What follows belongs to an exercise in optimizing a design on an open flow for small area, a short achievable clock period and few clock cycles; a production flow would make more cautious choices. The RTL was checked by simulation tests, not by an equivalence proof against the original design. Power figures rest on the tool's default switching activity, not on a simulated workload.

== red ==
// CPU_COMP
module CPU_COMP(
input clk,
input rst,
output wire [15:0] imem_addr,
input [7:0] imem_data,
output wire [15:0] dmem_addr,
output wire [7:0] dmem_wdata,
output wire dmem_we,
input [7:0] dmem_rdata,
output wire done
);
Size: roughly 1,200 cells after synthesis, about 280 flip-flops, about 60 I/O pins.
Settings: LEC_CHECK=0, CAP_MARGIN=20, CORE_MARGIN=2, CORE_UTILIZATION=50, CTS_BUF_LIST=sky130_fd_sc_hd__clkbuf_8 sky130_fd_sc_hd__clkbuf_16, CTS_CLUSTER_DIAMETER=80, CTS_CLUSTER_SIZE=22, PLACE_DENSITY=0.75, SETUP_SLACK_MARGIN=5, SLEW_MARGIN=20; clock period 8.0 ns.
run.sh (not shown) runs the stock make flow with config.mk's settings and CLKGATE_MAP_FILE= SYNTH_SCRIPT=/design/flow/synth_recipe.tcl, a recipe that flattens the netlist after the stock synthesis.
Having completed the whole flow, red delivered a layout that passed the timing, DRC and antenna checks.
Testbench counts of red, summed over its fixed seeds: cycles 179,256.
> inputs changed (red -> blue)
- a deleted PLACE_DENSITY that had been 0.75
- an added TNS_END_PERCENT of 30
Notes after the runs:
Sequential fraction of design power sits lower in blue than in red. Reported for blue and red, antenna cell count turned out identical to the last digit. Number of clock buffer instances in the layout for blue: 2 down relative to red. Compared blue vs red, and number of buffers and inverters on the critical path is up in blue. In blue the detailed-routed wire length on met3 turned out about 33% lower than in red.

* * *

CPU_COMP, a different RTL version from the one above (not shown whole).
Size: roughly 1200 cells after synthesis, ~300 flip-flops, ~60 I/O pins.
export LEC_CHECK = 0
export CAP_MARGIN = 20
export CORE_MARGIN = 2
export CORE_UTILIZATION = 50
export CTS_BUF_LIST = sky130_fd_sc_hd__clkbuf_8 sky130_fd_sc_hd__clkbuf_16
export CTS_CLUSTER_DIAMETER = 100
export CTS_CLUSTER_SIZE = 30
export SETUP_SLACK_MARGIN = 5
export SLEW_MARGIN = 20
create_clock -name core_clock -period 8.0 [get_ports {clk}]
standard.sh (not shown) runs the stock make flow with config.mk's settings and CLKGATE_MAP_FILE= SYNTH_SCRIPT=/design/flow/synth_recipe.tcl, a recipe that flattens the netlist after the stock synthesis.
==> flow/flow/run.sh <==
#!/bin/bash
set -euo pipefail
sed 's/SETUP_SLACK_MARGIN=[0-9.]*/SETUP_SLACK_MARGIN=5.4/' standard.sh > standard_margin.sh
bash standard_margin.sh > standard.log 2>&1
Testbench counts at the start, summed over its fixed seeds: cycles 179,256.
Rerun with:
==> flow/run.sh (new file) <==
#!/bin/bash
# synth_recipe.tcl (not shown) runs the flow's synth.tcl, then flattens the netlist and writes it again
# the make line also repeats each setting of config.mk as NAME=value (left out here)
make -C /OpenROAD-flow-scripts/flow DESIGN_CONFIG=/design/flow/config.mk WORK_HOME=/design/flow/orfs CLKGATE_MAP_FILE= SYNTH_SCRIPT=/design/flow/synth_recipe.tcl finish
- CTS_BUF_LIST: sky130_fd_sc_hd__clkbuf_8 sky130_fd_sc_hd__clkbuf_16 -> sky130_fd_sc_hd__clkbuf_4 sky130_fd_sc_hd__clkbuf_8
- CTS_CLUSTER_DIAMETER: 100 -> not set
- CTS_CLUSTER_SIZE: 30 -> not set
- SETUP_SLACK_MARGIN: 5 -> 4.6
removed: flow/flow/run.sh
removed: flow/standard.sh
=>
- via count fell by 4.7%
- synthesized area stays the same
- non-clock buffer count shrinks by 136
Rerun with:
- SETUP_SLACK_MARGIN: 4.6 -> 5
=>
- total power goes up by 2.1%
- core utilization rises by 2.2 points
- die area stays the same
- area after synthesis does not change
Rerun with:
- CORE_UTILIZATION: 50 -> 65
Result: Total power goes down slightly. Final cell count goes down by a few percent. Setup slack degrades by 81 ps. Final area goes down slightly. Clock-buffer cell count goes up by 6. Worst hold slack is about the same. Non-clock buffer count goes down by 19.

* * *

== north ==
CPU_COMP, a different RTL version from the one above (not shown whole).
Size in the first run: ~260 flip-flops, about 60 I/O pins, ~0.014 mm^2 of cells after synthesis.
Settings: LEC_CHECK=0, CAP_MARGIN=20, CORE_MARGIN=2, CORE_UTILIZATION=40, SLEW_MARGIN=20; clock period 8.0 ns.
run.sh (not shown) runs the stock make flow with config.mk's settings and CLKGATE_MAP_FILE= SYNTH_SCRIPT=/design/flow/synth_recipe.tcl, a recipe that flattens the netlist after the stock synthesis.
Stock flow here: none of the scripts above is used.
Testbench counts of north, summed over its fixed seeds: cycles 178,261.
diff inputs: north => south
# north
export LEC_CHECK = 0
export CAP_MARGIN = 20
export CORE_MARGIN = 2
export CORE_UTILIZATION = 40
export SLEW_MARGIN = 20
create_clock -name core_clock -period 8.0 [get_ports {clk}]
# south
export LEC_CHECK = 0
export ABC_CLOCK_PERIOD_IN_PS = 3000
export CAP_MARGIN = 20
export CORE_MARGIN = 2
export CORE_UTILIZATION = 40
export SETUP_SLACK_MARGIN = 4.5
export SLEW_MARGIN = 20
create_clock -name core_clock -period 8.0 [get_ports {clk}]
south finished every stage and its layout cleared the timing, DRC and antenna checks.
For south, the critical path's slowest cell was a222oi_1, unlike north, where it was nor2b_1.
First-pass GRT wire length of south exceeds that of north by more than 10%.
Going from north to south, routed wire length went up; share of power burned in combinational logic went up.
Comparing the two runs side by side, south comes out ahead of north on register-to-register slack.
Depth of the CTS H-tree delta (north -> south): insignificant
The worst-case hold slack of south is higher than that of north.
south vs. north: share of final layout cell area taken by non-clock buffers higher; count of buffers added by post-CTS timing repair for setup higher.

separate check: timing with driven ports:
How much do the figures lean on ideal ports? The routed layouts below were timed once more, with nothing changed but the port constraints.
Step 1 assumes that a clkbuf_16 drives the clock port and a buf_2 every other input.
Step 2 adds t to the input delays and takes it off the output delays; t is the mean of the earliest and latest rising clock arrival at the registers after step 1. Input paths then give back, and output paths get back, about the clock's delay inside the block.
Slacks: ideal / step 1 / step 2; pairs: ideal / step 1.
run | t, ns | setup WS [ns] | cell pins on the clock port's net
red | 0.560 | 5.039 / 5.039 / 4.599 | 1
blue | 0.574 | 4.849 / 4.809 / 4.304 | 1
the first run of note 2 | 0.556 | 4.939 / 4.939 / 4.939 | 1
the second run of note 2 | 0.622 | 4.735 / 4.688 / 4.758 | 1
the third run of note 2 | 0.615 | 5.027 / 4.989 / 5.013 | 1
the fourth run of note 2 | 0.612 | 4.946 / 4.946 / 4.946 | 1
north | 0.611 | 1.557 / 1.557 / 1.557 | 1
south | 0.616 | 2.968 / 2.968 / 2.968 | 1
After both steps setup and hold are still met in every run listed. The setup slack of blue, which loses most, moves by -0.040 ns with the drivers and by -0.545 ns with both steps.
